Source: an optimization exercise on an open RTL-to-GDS flow (aim: small area). Production flows keep margins and buffers that such runs may drop.
Function was checked by simulation only, so behaviour that the tests miss may differ from the original.
Power figures rest on the tool's default switching activity, not on a simulated workload.

==> config.mk <==
export PLATFORM = sky130hd
export DESIGN_NAME = FSd1
export DESIGN_NICKNAME = FSd1
export VERILOG_FILES = /design/flow/design.v
export SDC_FILE = /design/flow/constraint.sdc
export NUM_CORES = 4
export LEC_CHECK = 0
export CAP_MARGIN = 20
export CORE_MARGIN = 2
export CORE_UTILIZATION = 40
export SLEW_MARGIN = 20
==> constraint.sdc <==
create_clock -name core_clock -period 10.0 [get_ports {clk24M}]
set_input_delay 2.0000 -clock core_clock [delete_from_list [all_inputs] [get_ports {clk24M}]]
set_output_delay 2.0000 -clock core_clock [all_outputs]
set_load 0.01 [all_outputs]
==> design.v <==
module bin2bcd_unit(clk, rst, ModIn, ModOut, Q);
    input clk, rst, ModIn;
    output ModOut;
    output [3:0] Q;
    reg [3:0] bcd;
    assign Q = bcd;
    assign ModOut = (bcd >= 5)?(1'b1):(1'b0);
    always @(posedge clk) begin
        if (rst == 1'b1) bcd <= 4'b0000;
        else begin
            case (bcd) 
                4'b0000 : begin bcd <= {3'b000, ModIn}; end
                4'b0001 : begin bcd <= {3'b001, ModIn}; end
                4'b0010 : begin bcd <= {3'b010, ModIn}; end
                4'b0011 : begin bcd <= {3'b011, ModIn}; end
                4'b0100 : begin bcd <= {3'b100, ModIn}; end
                4'b0101 : begin bcd <= {3'b000, ModIn}; end
                4'b0110 : begin bcd <= {3'b001, ModIn}; end
                4'b0111 : begin bcd <= {3'b010, ModIn}; end
                4'b1000 : begin bcd <= {3'b011, ModIn}; end
                4'b1001 : begin bcd <= {3'b100, ModIn}; end
                default : begin bcd <= 4'b0000; end
            endcase
        end
    end
endmodule
module bin2bcd #(parameter Ndigit = 2)(clk, rst, in, out);
    input clk, rst;
    input in;
    output [Ndigit*4 - 1:0] out;
    wire [Ndigit:0] m;
    assign m[0] = in;
    generate
        genvar i;
        for (i = 0; i < Ndigit; i = i + 1) begin
            bin2bcd_unit d(clk, rst, m[i], m[i+1], out[i*4+3:i*4]);
        end
    endgenerate
endmodule
module TX8(clk, rst, data, txd, start, busy);
    input clk, rst, start;
    input [7:0] data;
    output      txd, busy;
    reg [11:0]   cnt;  
    reg [3:0]   n_bit;
    reg 	       r_busy;
    reg [10:0]   tdata;
    assign txd = tdata[0], busy = r_busy;
    always @(posedge clk) begin
        if (rst == 1'b1) begin
            cnt <= 0; n_bit <= 0;
            r_busy <= 0;
            tdata <= 11'b11111111111;   
        end
        else begin
            if (r_busy == 0 && start == 1) begin
                r_busy <= 1;
                tdata <= {2'b11, data, 1'b0};   
            end
            if (r_busy == 1) begin
                cnt <= cnt + 1;
                if (cnt == 208 - 1) begin
                    cnt <= 0;
                    n_bit <= n_bit + 1;
                    tdata[10:0] <= {1'b0, tdata[10:1]};   
                    if (n_bit == 10) begin   
                        r_busy <= 0;
                        n_bit <= 0;
                        cnt <= 0;
                        tdata <= 10'b1111111111;
                    end
                end
            end
        end
    end
endmodule
module RX8(clk, rst, rxd, data, ready);
    input clk, rst, rxd;
    output [7:0] data;
    output 	ready;
    reg [11:0]   cnt;  
    reg [3:0]   n_bit;
    reg [9:0]   rdata;
    reg [2:0]   rxdb0;  
    reg 	       rxdb;
    reg 	       r_ready;
    reg [7:0]   data;
    assign ready = r_ready;
    always @(rxdb0) begin
        case (rxdb0)
            3'b000 : rxdb <= 0;
            3'b001 : rxdb <= 0;
            3'b010 : rxdb <= 0;
            3'b011 : rxdb <= 1;
            3'b100 : rxdb <= 0;
            3'b101 : rxdb <= 1;
            3'b110 : rxdb <= 1;
            3'b111 : rxdb <= 1;
        endcase
    end
    always @(posedge clk) begin
        if (rst == 1'b1) begin
            cnt <= 0; n_bit <= 0;
            r_ready <= 0;
            rdata <= 0; rxdb0 <= 0;
            data <= 0;
        end
        else begin
            if (n_bit == 0 && rxd == 0) begin
                n_bit <= 1;
            end
            if (n_bit != 0) begin
                cnt <= cnt + 1;
                if (cnt == (208/4)-1) rxdb0[0] <= rxd;
                if (cnt == (208/2)-1) rxdb0[1] <= rxd;
                if (cnt == (208*3/4)-1) rxdb0[2] <= rxd;
                if (cnt == 208 - 1) begin
                    cnt <= 0;
                    n_bit <= n_bit + 1;
                    rdata[9:0] <= {rxdb, rdata[9:1]};
                    if (n_bit == 9) begin
                        r_ready <= 0;
                    end
                    if (n_bit == 10) begin
                        data <= rdata[9:2];
                        r_ready <= 1;
                        n_bit <= 0;
                        cnt <= 0;
                    end
                end
            end
        end
    end
endmodule
module FSd1 (clk24M, rst_n, mix_in, lo_out, mix_out, sig_in, TXD, RXD, led);
    input clk24M, rst_n;
    input [2:0] mix_in;
    input [2:0] sig_in;
    output[2:0] lo_out, mix_out;
    input RXD;
    output TXD;
    output [1:0] led;
    reg [11:0] lo_cnt[0:2];
    reg [11:0] lo_cycle[0:2];
    reg [2:0] r_lo;
    reg [11:0] raw_cnt[0:2], raw_cnt_work[0:2];
    reg [23:0] sig_cnt[0:2], sig_cnt_work[0:2];
    reg mix_in_p[0:2], sig_in_p[0:2];
    wire rst = ~rst_n;
    wire tx_busy, rx_ready;
    reg tx_start;
    wire [7:0] tx_data, rx_data;
    reg [7:0] tx_state;
    reg [4:0] data_b;
    reg [7:0] data_h;
    reg [1:0] rx_f_receiving;
    reg [5:0] rx_byte;
    reg [11:0] r_lo_cycle;
    reg [3:0] rx_data_b;
    reg f_send;
    reg [1:0] r_lo_channel;
    wire w_txd;
    reg f_tx_data_ready;
    reg [5:0] bcd_conversion_count;
    wire [31:0] bcd_out;
    reg [31:0] bcd_out_reg;
    reg bcd_in;
    reg f_bcd_data_ready, f_bcd_converting;
    reg [2:0] bcd_state;
    reg [23:0] bcd_in_data;
    wire bcd_rst;
    reg f_send_frame;
    RX8 irx8(clk24M, rst, RXD, rx_data, rx_ready);
    TX8 itx8(clk24M, rst, tx_data, w_txd, tx_start, tx_busy);
    assign TXD = (f_send_frame == 1)?(w_txd):(1'b1);
    bin2bcd #(.Ndigit(8)) i0(clk24M, bcd_rst, bcd_in, bcd_out);  
    assign bcd_rst = (f_bcd_converting == 1)?(0):(1);
    integer i;
    always @(posedge clk24M) begin
        for (i = 0; i < 3; i = i + 1) begin
            if (rst == 1'b1) begin
                lo_cnt[i] <= 0; lo_cycle[i] <= 100;
                raw_cnt[i] <= 0; raw_cnt_work[i] <= 0; mix_in_p[i] <= mix_in[i];
                sig_cnt[i] <= 0; sig_cnt_work[i] <= 0; sig_in_p[i] <= sig_in[i];
                r_lo[i] <= 1'b0;
            end
            else begin
                lo_cnt[i] <= lo_cnt[i] + 1;
                if (lo_cnt[i] == lo_cycle[i] - 1) begin  
                    r_lo[i] <= 1'b1; lo_cnt[i] <= 0;
                end
                else if (lo_cnt[i] == lo_cycle[i]/2 - 1) r_lo[i] <= 1'b0;
                if (mix_in_p[i] == 0 && mix_in[i] == 1) begin
                    raw_cnt[i] <= raw_cnt_work[i];
                    raw_cnt_work[i] <= 0;
                end
                else raw_cnt_work[i] <= raw_cnt_work[i] + 1;
                mix_in_p[i] <= mix_in[i];
                if (sig_in_p[i] == 0 && sig_in[i] == 1) begin
                    sig_cnt[i] <= sig_cnt_work[i];
                    sig_cnt_work[i] <= 0;
                end
                else sig_cnt_work[i] <= sig_cnt_work[i] + 1;
                sig_in_p[i] <= sig_in[i];
            end
        end
        if (rst == 1'b1) begin
            tx_start <= 0; tx_state <= 0; data_b <= 0;
            rx_f_receiving <= 0; rx_byte <= 0;
            f_send <= 0; f_send_frame <= 0;
            f_tx_data_ready <= 0; bcd_conversion_count <= 0;
            f_bcd_data_ready <= 0; bcd_state <= 0;
            bcd_in_data <= 0; f_bcd_converting <= 0;
            bcd_out_reg <= 0; bcd_in <= 0;
        end
        else begin  
        if (f_bcd_data_ready == 0 && f_bcd_converting == 0) begin
            f_bcd_converting <= 1;
            case (bcd_state)
                0  : bcd_in_data <= {12'h000, raw_cnt[0]};
                1  : bcd_in_data <= {12'h000, raw_cnt[1]};
                2  : bcd_in_data <= {12'h000, raw_cnt[2]};
                3  : bcd_in_data <= sig_cnt[0];
                4  : bcd_in_data <= sig_cnt[1];
                5  : bcd_in_data <= sig_cnt[2];
                default: bcd_in_data <= 0;
            endcase
        end
        else if (f_bcd_converting == 1) begin
            if (bcd_conversion_count <= 23) bcd_in <= bcd_in_data[23 - bcd_conversion_count];
            else bcd_in <= 0;
            if (bcd_conversion_count == 25) begin
                bcd_out_reg <= bcd_out;
                bcd_conversion_count <= 0;
                f_bcd_converting <= 0;
                f_bcd_data_ready <= 1; 
                if (bcd_state == 5) bcd_state <= 0;
                else bcd_state <= bcd_state + 1;
            end
            else bcd_conversion_count <= bcd_conversion_count + 1;
        end
        if (tx_busy == 0 && tx_start == 0 && f_bcd_data_ready == 1) begin
            case (tx_state) 
                0  : data_b <= bcd_out_reg[15:12];
                1  : data_b <= bcd_out_reg[11: 8];
                2  : data_b <= bcd_out_reg[ 7: 4];
                3  : begin data_b <= bcd_out_reg[ 3: 0]; f_bcd_data_ready <= 0; end
                4  : data_b <= 5'h12;
                5  : data_b <= bcd_out_reg[15:12];
                6  : data_b <= bcd_out_reg[11: 8];
                7  : data_b <= bcd_out_reg[ 7: 4];
                8  : begin data_b <= bcd_out_reg[ 3: 0]; f_bcd_data_ready <= 0; end
                9  : data_b <= 5'h12;
                10 : data_b <= bcd_out_reg[15:12];
                11 : data_b <= bcd_out_reg[11: 8];
                12 : data_b <= bcd_out_reg[ 7: 4];
                13 : begin data_b <= bcd_out_reg[ 3: 0]; f_bcd_data_ready <= 0; end
                14 : data_b <= 5'h12;
                15 : data_b <= bcd_out_reg[31:28];
                16 : data_b <= bcd_out_reg[27:24];
                17 : data_b <= bcd_out_reg[23:20];
                18 : data_b <= bcd_out_reg[19:16];
                19 : data_b <= bcd_out_reg[15:12];
                20 : data_b <= bcd_out_reg[11: 8];
                21 : data_b <= bcd_out_reg[ 7: 4];
                22 : begin data_b <= bcd_out_reg[ 3: 0]; f_bcd_data_ready <= 0; end
                23 : data_b <= 5'h12;
                24 : data_b <= bcd_out_reg[31:28];
                25 : data_b <= bcd_out_reg[27:24];
                26 : data_b <= bcd_out_reg[23:20];
                27 : data_b <= bcd_out_reg[19:16];
                28 : data_b <= bcd_out_reg[15:12];
                29 : data_b <= bcd_out_reg[11: 8];
                30 : data_b <= bcd_out_reg[ 7: 4];
                31 : begin data_b <= bcd_out_reg[ 3: 0]; f_bcd_data_ready <= 0; end
                32 : data_b <= 5'h12;
                33 : data_b <= bcd_out_reg[31:28];
                34 : data_b <= bcd_out_reg[27:24];
                35 : data_b <= bcd_out_reg[23:20];
                36 : data_b <= bcd_out_reg[19:16];
                37 : data_b <= bcd_out_reg[15:12];
                38 : data_b <= bcd_out_reg[11: 8];
                39 : data_b <= bcd_out_reg[ 7: 4];
                40 : begin data_b <= bcd_out_reg[ 3: 0]; f_bcd_data_ready <= 0; end
                41 : data_b <= 5'h10;
                42  : data_b <= 5'h11;
            endcase
            if (tx_state == 42) begin
                tx_state <= 0;
                f_send_frame <= f_send;
            end
            else tx_state <= tx_state + 1;
            tx_start <= 1;
        end
        else tx_start <= 0;
        if (rx_f_receiving == 0 && rx_ready == 1) rx_f_receiving <= 1;
        if (rx_f_receiving == 1) begin
            rx_f_receiving <= 2;
            rx_byte <= rx_byte + 1;
            if (rx_byte == 0) begin
                if (rx_data == 8'h20) begin
                    f_send <= ~f_send;
                    rx_byte <= 0;
                end
                else r_lo_channel <= rx_data_b[1:0];
            end
            if (rx_byte == 1) r_lo_cycle[11:8] <= rx_data_b;
            if (rx_byte == 2) r_lo_cycle[7:4] <= rx_data_b;
            if (rx_byte == 3) r_lo_cycle[3:0] <= rx_data_b;
            if (rx_byte == 4) begin
                lo_cycle[r_lo_channel] <= r_lo_cycle;
                rx_byte <= 0;
            end
        end
        if (rx_f_receiving == 2 && rx_ready == 0) rx_f_receiving <= 0;
        end  
    end
    assign led[0] = (rx_byte == 1)?(1'b0):(1'b1);  
    assign led[1] = (rx_byte == 0)?(1'b1):(1'b0);  
    assign tx_data = data_h;
    always @(data_b) begin
        case (data_b) 
            5'h0 : data_h <= 8'h30;
            5'h1 : data_h <= 8'h31;
            5'h2 : data_h <= 8'h32;
            5'h3 : data_h <= 8'h33;
            5'h4 : data_h <= 8'h34;
            5'h5 : data_h <= 8'h35;
            5'h6 : data_h <= 8'h36;
            5'h7 : data_h <= 8'h37;
            5'h8 : data_h <= 8'h38;
            5'h9 : data_h <= 8'h39;
            5'ha : data_h <= 8'h41;
            5'hb : data_h <= 8'h42;
            5'hc : data_h <= 8'h43;
            5'hd : data_h <= 8'h44;
            5'he : data_h <= 8'h45;
            5'hf : data_h <= 8'h46;
            5'h10 : data_h <= 8'h0d;  
            5'h11 : data_h <= 8'h0a;  
            5'h12 : data_h <= 8'h2c;  
            default: data_h <= 8'h20;  
        endcase
    end
    always @(rx_data) begin 
        case (rx_data)
            8'h30 : rx_data_b <= 4'h0;
            8'h31 : rx_data_b <= 4'h1;
            8'h32 : rx_data_b <= 4'h2;
            8'h33 : rx_data_b <= 4'h3;
            8'h34 : rx_data_b <= 4'h4;
            8'h35 : rx_data_b <= 4'h5;
            8'h36 : rx_data_b <= 4'h6;
            8'h37 : rx_data_b <= 4'h7;
            8'h38 : rx_data_b <= 4'h8;
            8'h39 : rx_data_b <= 4'h9;
            8'h41 : rx_data_b <= 4'ha;  
            8'h42 : rx_data_b <= 4'hb;
            8'h43 : rx_data_b <= 4'hc;
            8'h44 : rx_data_b <= 4'hd;
            8'h45 : rx_data_b <= 4'he;
            8'h46 : rx_data_b <= 4'hf;
            8'h61 : rx_data_b <= 4'ha;  
            8'h62 : rx_data_b <= 4'hb;
            8'h63 : rx_data_b <= 4'hc;
            8'h64 : rx_data_b <= 4'hd;
            8'h65 : rx_data_b <= 4'he;
            8'h66 : rx_data_b <= 4'hf;
            default : rx_data_b <= 0;
        endcase
    end
    wire [2:0] w_mix_sig, w_mix_lo, w_mix_out;
    assign w_mix_sig = mix_in;
    assign w_mix_lo = r_lo;
    assign w_mix_out = w_mix_sig ^ w_mix_lo;
    assign mix_out = w_mix_out;
    assign lo_out = r_lo;
endmodule
==> run.sh <==
#!/bin/bash
# synth_recipe.tcl (not shown) runs the flow's synth.tcl, then flattens the netlist and writes it again
# the make line also repeats each setting of config.mk as NAME=value (left out here)
make -C /OpenROAD-flow-scripts/flow DESIGN_CONFIG=/design/flow/config.mk WORK_HOME=/design/flow/orfs CLKGATE_MAP_FILE= SYNTH_SCRIPT=/design/flow/synth_recipe.tcl finish
==> results.toml <==
[critical_path]
startpoint_type = "primary input"
r2r-start = "tx_state[3]"
critPathBufInv = 2
crit_arrival_ps = 3290
rr_endpoint = "itx8.data[0]"
worstPathCellList = "clkdlybuf4s50_1 -> xor2_1 -> clkdlybuf4s50_1"
cpLargestDelayFamily = "buffers and inverters"
path_common_cell = "clkdlybuf4s50_1"
worstPathMaxFanout = 4
critPathRequiredTime_ps = 8000
reg2reg_setup_slack_ps = 5910
cp-end-kind = "output pin"
criticalPathCategory = "primary input to output pin"
crit_path_max_incr_delay_ps = 570
critPathSlowestCell = "clkdlybuf4s50_1"
r2r_cells = 13

[sta]
layout_min_cycle_time_ps = 5290
worst_slack_ps = 4710
fin_tns_setup_ps = 0
period_share_pct = 52.9
hold_viol = 0
finalSetupViolations = 0
fmax_mhz = 189
slew_headroom_pct = 29.9
rsz0062_at_grt = "false"
fin_skew_ps = 19.2
slew_violations = 0
worstMarginPinSlew_ps = 1040

[floorplan]
die_w_um = 247
dieArea_um2 = 61100
fp.dieH_um = 247
rows = 89
coreArea_um2 = 58800
initial_utilization_pct = 40.3
ios = 18

[global_route]
grt_pass1_wl_mm = 88.5
grt_pass1_vias = 17900
grtUsageTotal_pct = 17.3
gr-total-overflow = 0
grt_start_max_net_pins = 140
grt_antenna_before_repair = 0

[logic_synthesis]
synth_top_area_share_pct = 38.6
syn_nets = 2844
synth_edf_count = 50
netlist_area_um2 = 23700
syn-mean-instance-area_um2 = 8.47
ys_seq_area_share_pct = 44.9
synth_warnings = 11
synthCells = 2795
synth_area_leaders = "dfxtp_1 39%, nand2_1 7.3%, edfxtp_1 6.3%, nor2_1 5.3%, a21oi_1 5.2%"
async_flop_share_pct = 0
ys_types = 89
synth_ff_type = "dfxtp_1"
yosysTopAreaCell = "dfxtp_1"
ys_ff_latch = 506

[drt]
dr.pass1.iters = 7
wirelength_mm = 53.3
num_vias = 18900
wl_per_cell_um = 15.0
drc = 0
drtAntennaViolNets = 0
drt_iter0_markers = 1151
vias_per_cell = 5.33

[run]
drv_cap = 0

[place]
port_buffers = 17
dp.cells = 3442
dpl_cell_area_um2 = 24300
dp_hpwl_mm = 36.9
post-place-ws_ps = 4710
gp_congestion = 0.893

[worst_hold_path]
holdPathEnd = "sig_cnt[1][7]"
whs_path_depth = 2
hp-start = "sig_cnt[1][7]"
hp-class = "flop to flop"

[power_and_ir_drop]
intPower_mw = 3.34
p_sw_share_pct = 22.0
p_leak_nw = 9.00
power.switching_uw = 941
vdd_ir_drop_max_uv = 160
power_density_nw_per_um2 = 164
combPwrFrac_pct = 2.6
pwr-share-clk_pct = 48.6
seqPwrFrac_pct = 48.8

[clock_network]
cts_max_level = 2
cts_tree = "yes"
clk_latency_ps = 610
numCtsBuffers = 56
clk_pin_slew_ps = 60
cts_resized = 0
cts_sinks = 506
cts_setup_buffers = 0
postCtsHoldBufs = 0
clockBufferDepth = 3
root_buffer = "clkbuf_16"

[cells_and_area]
finalNetCount = 2776
fin_area_um2 = 26200
areaGrowthSynthToFinish_pct = 10.5
fillers = 5737
mostFrequentLayoutCells = "463 x nand2_1, 456 x dfxtp_1, 332 x nor2_1"
fin_util_pct = 44.5
drive_gt1_share_pct = 6.02
stdcell_count = 3545
reg_top3 = "sig_cnt x72, sig_cnt_work x72"
layout_commonest_cell = "nand2_1"
n_antenna_cell = 0

[status]
status = "timing/DRC/antenna clean"
Yosys cell counts (5+ instances only):
cell,count
a221oi_1,5
ha_1,40
nor2b_1,23
a31oi_1,10
o31ai_1,7
mux2_2,15
and2_1,26
xnor2_1,107
mux2i_1,29
nor3_1,48
mux4_2,13
buf_1,10
a21oi_1,247
nand2b_1,32
clkbuf_1,133
inv_1,61
or2_2,12
dfxtp_1,456
xor2_1,135
a222oi_1,24
a22oi_1,20
nand2_1,463
and4_1,22
o21ai_0,83
buf_2,6
or3_1,24
nor2_1,333
nand3_1,102
a211oi_1,5
a22o_1,5
nor4_1,15
and3_1,53
edfxtp_1,50
a2111oi_0,5
nand4_1,37
nor3b_1,17
o211ai_1,15
nand3b_1,10
or4b_1,6
layer usage:
layer,up-vias,global-route usage (%),part of all wire (%)
li1,9480,-,-
met1,9025,23.0,47
met2,315,29.0,47
met3,83,2.87,4.1
met4,0,4.40,2.0
met5,-,0,0
kinds of logic after synthesis:
| family | after synthesis | share of synthesized area, % |
|---|---|---|
| flip-flops | 506 | 44.9 |
| buffers and inverters | 216 | 3.60 |
| AND/OR/NAND/NOR | 1251 | 24.8 |
| multiplexers | 58 | 3.24 |
| AO/OA/AOI/OAI | 482 | 12.4 |
| adder cells (fa/ha/maj) | 40 | 2.11 |
| XOR/XNOR | 242 | 8.95 |
worst reg2reg max path, stage by stage, from the launching register on:
cell      delay (ps)
dfxtp_1          910
mux2_2           480
a32oi_1          350
a21oi_2          150
or4_4            570
o21ai_2          200
a22oi_1          220
nor2_1           220
inv_1            100
ha_1             280
inv_1             80
a21oi_1           50
a311oi_1         270
o21ai_1          100
per-stage QoR:
step,hold WS [ps],power [mW]
finish,451,4.28
global route,473,4.43
CTS,456,4.34
detailed placement,447,2.24
global placement,443,2.24
floorplan,432,2.21
layout make-up:
type | instances | area [um^2] | share of cell area [%]
multi-input combinational | 2073 | 12200 | 46.6
sequential | 506 | 10600 | 40.6
clock buffer | 84 | 1680 | 6.43
tap | 773 | 967 | 3.70
timing repair buffer | 29 | 255 | 0.975
inverter | 61 | 234 | 0.894
clock inverter | 19 | 208 | 0.794
worst max-delay path by stage:
| stage | endpoint | cells after the start | from |
|---|---|---|---|
| 4_1_cts | mix_out[1] | 3 | mix_in[1] |
| 3_5_place_dp | mix_out[1] | 3 | mix_in[1] |
| 6_report | mix_out[1] | 3 | mix_in[1] |
| 5_1_grt | mix_out[1] | 3 | mix_in[1] |
| 3_3_place_gp | mix_out[1] | 3 | mix_in[1] |
| 2_1_floorplan | mix_out[0] | 1 | mix_in[0] |
power by group through the flow:
stage,sequential [mW],combinational [mW],clock (mW)
3_3_place_gp,2.13,0.109,0
6_report,2.09,0.111,2.08
4_1_cts,2.09,0.112,2.14
2_1_floorplan,2.12,0.0923,0
3_5_place_dp,2.13,0.112,0
5_1_grt,2.09,0.125,2.22

## static timing again, ports no longer ideal
The flow's constraints put no driver on any port. The routed layout listed below was extracted and timed again, unchanged, in two steps.
Step 1 sets driving cells, clkbuf_16 on the clock port and buf_2 on the other inputs (assumed; they add their load-dependent delay and slew).
Step 2 also shifts input and output timing later by t, the mid clock arrival at the registers, as if the neighbouring blocks saw the same clock.
Three values: no drivers, after step 1, after step 2; two values: the first two.
t (ns): 0.654
setup slack, ns: 4.714 / 4.684 / 4.684
clock arrival spread, ns: 0.024 / 0.024
worst slew at a driven data input, ns: 0.03
After both steps setup and hold are still met in this run. For this run, drivers alone change the setup slack by -0.030 ns; drivers and shift together by -0.030 ns.
